Context: an optimization exercise on an open-source flow, tuned for small area, a short achievable clock period and few clock cycles. The choices shown serve that exercise and are no tape-out recipe.
The flow treats the clock pin as an ideal source, which a real chip does not have.
Power and IR drop assume default switching activity.

## LZ77_Encoder
module LZ77_Encoder(clk,reset,chardata,valid,encode,finish,offset,match_len,char_nxt);
input 				clk;
input 				reset;
input 		[7:0] 	chardata;
output  	reg  valid;
output  			encode;
output  	reg	finish;
output  	reg [4:0] 	offset;
output  	reg [4:0] 	match_len;
output  		[7:0] 	char_nxt;
reg		[4*31-1:0]	hist;
reg		[29:0]		alive;
reg		[4:0]		len;
reg					fresh;	 
reg					full;	 
reg		[9:0]		ncnt;	 
wire	[9:0]		cnt = ~ncnt;	 
reg					late;	 
assign	encode = 1'b1;
assign	char_nxt = {2'b00, finish, 1'b0, hist[7:4]};
wire		run = ~cnt[9];
wire		eob = cnt[9] & ~|cnt[8:0];
reg		[29:0]		hv;
reg		[29:0]		m;
integer i;
always @(*)
begin
	for (i = 0; i < 30; i = i + 1)
	begin
		hv[i] = late | (cnt[4:0] > i);
		m[i] = (hist[4*(i+1) +: 4] == hist[3:0]);
	end
end
wire			go = run & (fresh | ~full);
wire	[29:0]	a = (fresh ? hv : alive) & m & {30{go}};
wire			emit = ~|a;
wire	[4:0]	cur = fresh ? 5'd0 : len;
reg		[4:0]	best;
always @(*)
begin
	best = 5'd0;
	for (i = 0; i < 30; i = i + 1)
		if (alive[i]) best = i;
end
always @(posedge clk or posedge reset)
begin
	if (reset)
	begin
		ncnt <= 10'h000;
		late <= 1'b0;
		valid <= 1'b0;
		finish <= 1'b0;
	end
	else
	begin
		ncnt <= ncnt - 10'd1;
		late <= run & (late | (&cnt[4:0]));
		valid <= ~finish & (eob | (run & emit));
		finish <= finish | eob;
	end
end
always @(posedge clk)
begin
	hist <= {hist[4*30-1:0], (cnt == 10'd511) ? 4'h4 : chardata[3:0]};
	alive <= a;
	len <= cur + 5'd1;	 
	match_len <= cur;
	fresh <= emit;
	full <= (cur == 5'd23);
	offset <= best;	 
end
endmodule
Size in the first run: ~710 cells after synthesis, about 180 flip-flops, about 31 I/O pins, roughly 0.0067 sq mm of cells after synthesis.
==> module LZ77_Encoder, before the edit <==
module LZ77_Encoder(clk,reset,chardata,valid,encode,finish,offset,match_len,char_nxt);
input 				clk;
input 				reset;
input 		[7:0] 	chardata;
output  	reg  valid;
output  			encode;
output  	reg	finish;
output  	reg [4:0] 	offset;
output  	reg [4:0] 	match_len;
output  		[7:0] 	char_nxt;
reg		[4*31-1:0]	hist;
reg		[29:0]		alive;
reg		[4:0]		len;
reg					fresh;	 
reg					full;	 
reg		[9:0]		ncnt;	 
wire	[9:0]		cnt = ~ncnt;	 
reg					late;	 
assign	encode = 1'b1;
assign	char_nxt = {2'b00, finish, 1'b0, hist[7:4]};
wire		run = ~cnt[9];
wire		eob = cnt[9] & ~|cnt[8:0];
reg		[29:0]		hv;
reg		[29:0]		m;
integer i;
always @(*)
begin
	for (i = 0; i < 30; i = i + 1)
	begin
		hv[i] = late | (cnt[4:0] > i);
		m[i] = (hist[4*(i+1) +: 4] == hist[3:0]);
	end
end
wire			go = run & (fresh | ~full);
wire	[29:0]	a = (fresh ? hv : alive) & m & {30{go}};
wire			emit = ~|a;
wire	[4:0]	cur = fresh ? 5'd0 : len;
reg		[4:0]	best;
always @(*)
begin
	best = 5'd0;
	for (i = 0; i < 30; i = i + 1)
		if (alive[i]) best = i;
end
always @(posedge clk or posedge reset)
begin
	if (reset)
	begin
		ncnt <= 10'h000;
		late <= 1'b0;
		valid <= 1'b0;
		finish <= 1'b0;
	end
	else
	begin
		ncnt <= ncnt - 10'd1;
		late <= run & (late | (&cnt[4:0]));
		valid <= ~finish & (eob | (run & emit));
		finish <= finish | eob;
	end
end
always @(posedge clk)
begin
	hist <= {hist[4*30-1:0], (cnt == 10'd511) ? 4'h4 : chardata[3:0]};
	alive <= a;
	len <= cur + 5'd1;	 
	match_len <= cur;
	fresh <= emit;
	full <= (cur == 5'd23);
	offset <= best;	 
end
endmodule
==> flow/config.mk <==
export PLATFORM = sky130hd
export DESIGN_NAME = LZ77_Encoder
export DESIGN_NICKNAME = LZ77_Encoder
export VERILOG_FILES = /design/flow/design.v
export SDC_FILE = /design/flow/constraint.sdc
export NUM_CORES = 4
export LEC_CHECK = 0
export ABC_AREA = 1
export CAP_MARGIN = 20
export CORE_MARGIN = 2
export CORE_UTILIZATION = 50
export SLEW_MARGIN = 20
==> flow/constraint.sdc <==
create_clock -name core_clock -period 10.0 [get_ports {clk}]
set_input_delay 2.0000 -clock core_clock [delete_from_list [all_inputs] [get_ports {clk}]]
set_output_delay 2.0000 -clock core_clock [all_outputs]
set_load 0.01 [all_outputs]
standard.sh (not shown) runs the stock make flow with config.mk's settings and CLKGATE_MAP_FILE= SYNTH_SCRIPT=/design/flow/synth_recipe.tcl, a recipe that flattens the netlist after the stock synthesis.
==> flow/flow/run.sh <==
#!/bin/bash
# Standard ORFS layout, with buf_4 port buffers and repair_timing aiming at
# a setup slack of 6.9 ns (the design's natural period is far below the 10 ns clock).
set -euo pipefail
export BUFFER_PORTS_ARGS="-buffer_cell sky130_fd_sc_hd__buf_2"
export SETUP_SLACK_MARGIN=6.9
export CTS_ARGS="-sink_clustering_enable -repair_clock_nets -dont_use_dummy_load -buf_list sky130_fd_sc_hd__clkbuf_8 -sink_clustering_size 30"
export POST_FLOORPLAN_TCL=$PWD/flow/restructure.tcl RMP_LIB=$FLOW_HOME/platforms/sky130hd/lib/sky130_fd_sc_hd__tt_025C_1v80.lib
export POST_CTS_TCL=$PWD/flow/clkinv.tcl CLKINV_ROOT=sky130_fd_sc_hd__clkinv_16 CLKINV_LEAF=sky130_fd_sc_hd__clkinv_4 CLKINV_MARGIN=7.15
bash standard.sh cts > orfs_make.log 2>&1
# after the clock tree is rebuilt, repair against the faster clock
export SETUP_SLACK_MARGIN=7.15
bash standard.sh finish > orfs_make2.log 2>&1
Other scripts of this flow, unchanged in this note and not shown: flow/flow/clkinv.tcl, flow/flow/downsize.tcl, flow/flow/restructure.tcl
Change:
--- a/flow/design.v
+++ b/flow/design.v
@@ -11,25 +11,32 @@
 reg		[4*31-1:0]	hist;
 reg		[29:0]		alive;
 reg		[4:0]		len;
 reg					fresh;	 
 reg					full;	 
-reg		[9:0]		ncnt;	 
-wire	[9:0]		cnt = ~ncnt;	 
+reg		[9:5]		cnt;
+reg		[2:0]		tl;
+reg		[6:0]		th;
 reg					late;	 
 assign	encode = 1'b1;
 assign	char_nxt = {2'b00, finish, 1'b0, hist[7:4]};
+wire		lo_max = tl[2];				 
+wire		low_max = tl[2] & th[6];	 
+wire		low_zero = ~tl[0] & ~th[0];	 
 wire		run = ~cnt[9];
-wire		eob = cnt[9] & ~|cnt[8:0];
+wire		eob = cnt[9] & ~|cnt[8:5] & low_zero;
+wire		last = ~cnt[9] & (&cnt[8:5]) & low_max;	 
+wire	[3:0]	nxt = last ? 4'h4 : chardata[3:0];
 reg		[29:0]		hv;
 reg		[29:0]		m;
 integer i;
 always @(*)
 begin
 	for (i = 0; i < 30; i = i + 1)
 	begin
-		hv[i] = late | (cnt[4:0] > i);
+		hv[i] = late | ((i / 4 < 7) ? th[i / 4] : 1'b0)
+			| (((i / 4 == 0) ? 1'b1 : th[(i / 4) - 1]) & ((i % 4 < 3) ? tl[i % 4] : 1'b0));
 		m[i] = (hist[4*(i+1) +: 4] == hist[3:0]);
 	end
 end
 wire			go = run & (fresh | ~full);
 wire	[29:0]	a = (fresh ? hv : alive) & m & {30{go}};
@@ -44,26 +51,32 @@
 end
 always @(posedge clk or posedge reset)
 begin
 	if (reset)
 	begin
-		ncnt <= 10'h000;
+		cnt <= 5'h1f;
+		tl <= 3'b111;
+		th <= 7'h7f;
 		late <= 1'b0;
 		valid <= 1'b0;
 		finish <= 1'b0;
 	end
 	else
 	begin
-		ncnt <= ncnt - 10'd1;
-		late <= run & (late | (&cnt[4:0]));
+		tl <= lo_max ? 3'b000 : {tl[1:0], 1'b1};
+		if (lo_max)
+			th <= th[6] ? 7'h00 : {th[5:0], 1'b1};
+		if (low_max)
+			cnt <= cnt + 5'd1;
+		late <= run & (late | low_max);
 		valid <= ~finish & (eob | (run & emit));
 		finish <= finish | eob;
 	end
 end
 always @(posedge clk)
 begin
-	hist <= {hist[4*30-1:0], (cnt == 10'd511) ? 4'h4 : chardata[3:0]};
+	hist <= {hist[4*30-1:0], nxt};
 	alive <= a;
 	len <= cur + 5'd1;	 
 	match_len <= cur;
 	fresh <= emit;
 	full <= (cur == 5'd23);
Effect: The changed run finished clean; critical path depth stays the same; final cell count drops by 0.38%; combinational power drops by about 2%; clock power climbs by about 2%; setup slack got worse by 0.0074 ns.
Function was not checked in any run of this note: the RTL went through the layout flow alone.

separate check: timing with driven ports:
No port has a modelled driver above. Below, the same layouts with a new extraction and two added sets of constraints. Step 1 assumes that a clkbuf_16 drives the clock port and a buf_2 every other input. Step 2 adds t to the input delays and takes it off the output delays; t is the mean of the earliest and latest rising clock arrival at the registers after step 1. Input paths then give back, and output paths get back, about the clock's delay inside the block. Slacks: ideal / step 1 / step 2; pairs: ideal / step 1.
run | t, ns | setup slack, ns | hold WS [ns] | clock arrival spread, ns | worst data-port slew with drivers (ns)
the first run | 0.306 | 7.204 / 7.130 / 7.253 | 0.342 / 0.342 / 0.342 | 0.041 / 0.041 | 0.03
the second run | 0.309 | 7.196 / 7.122 / 7.241 | 0.348 / 0.348 / 0.348 | 0.027 / 0.026 | 0.03
After both steps setup and hold are still met in every run listed.
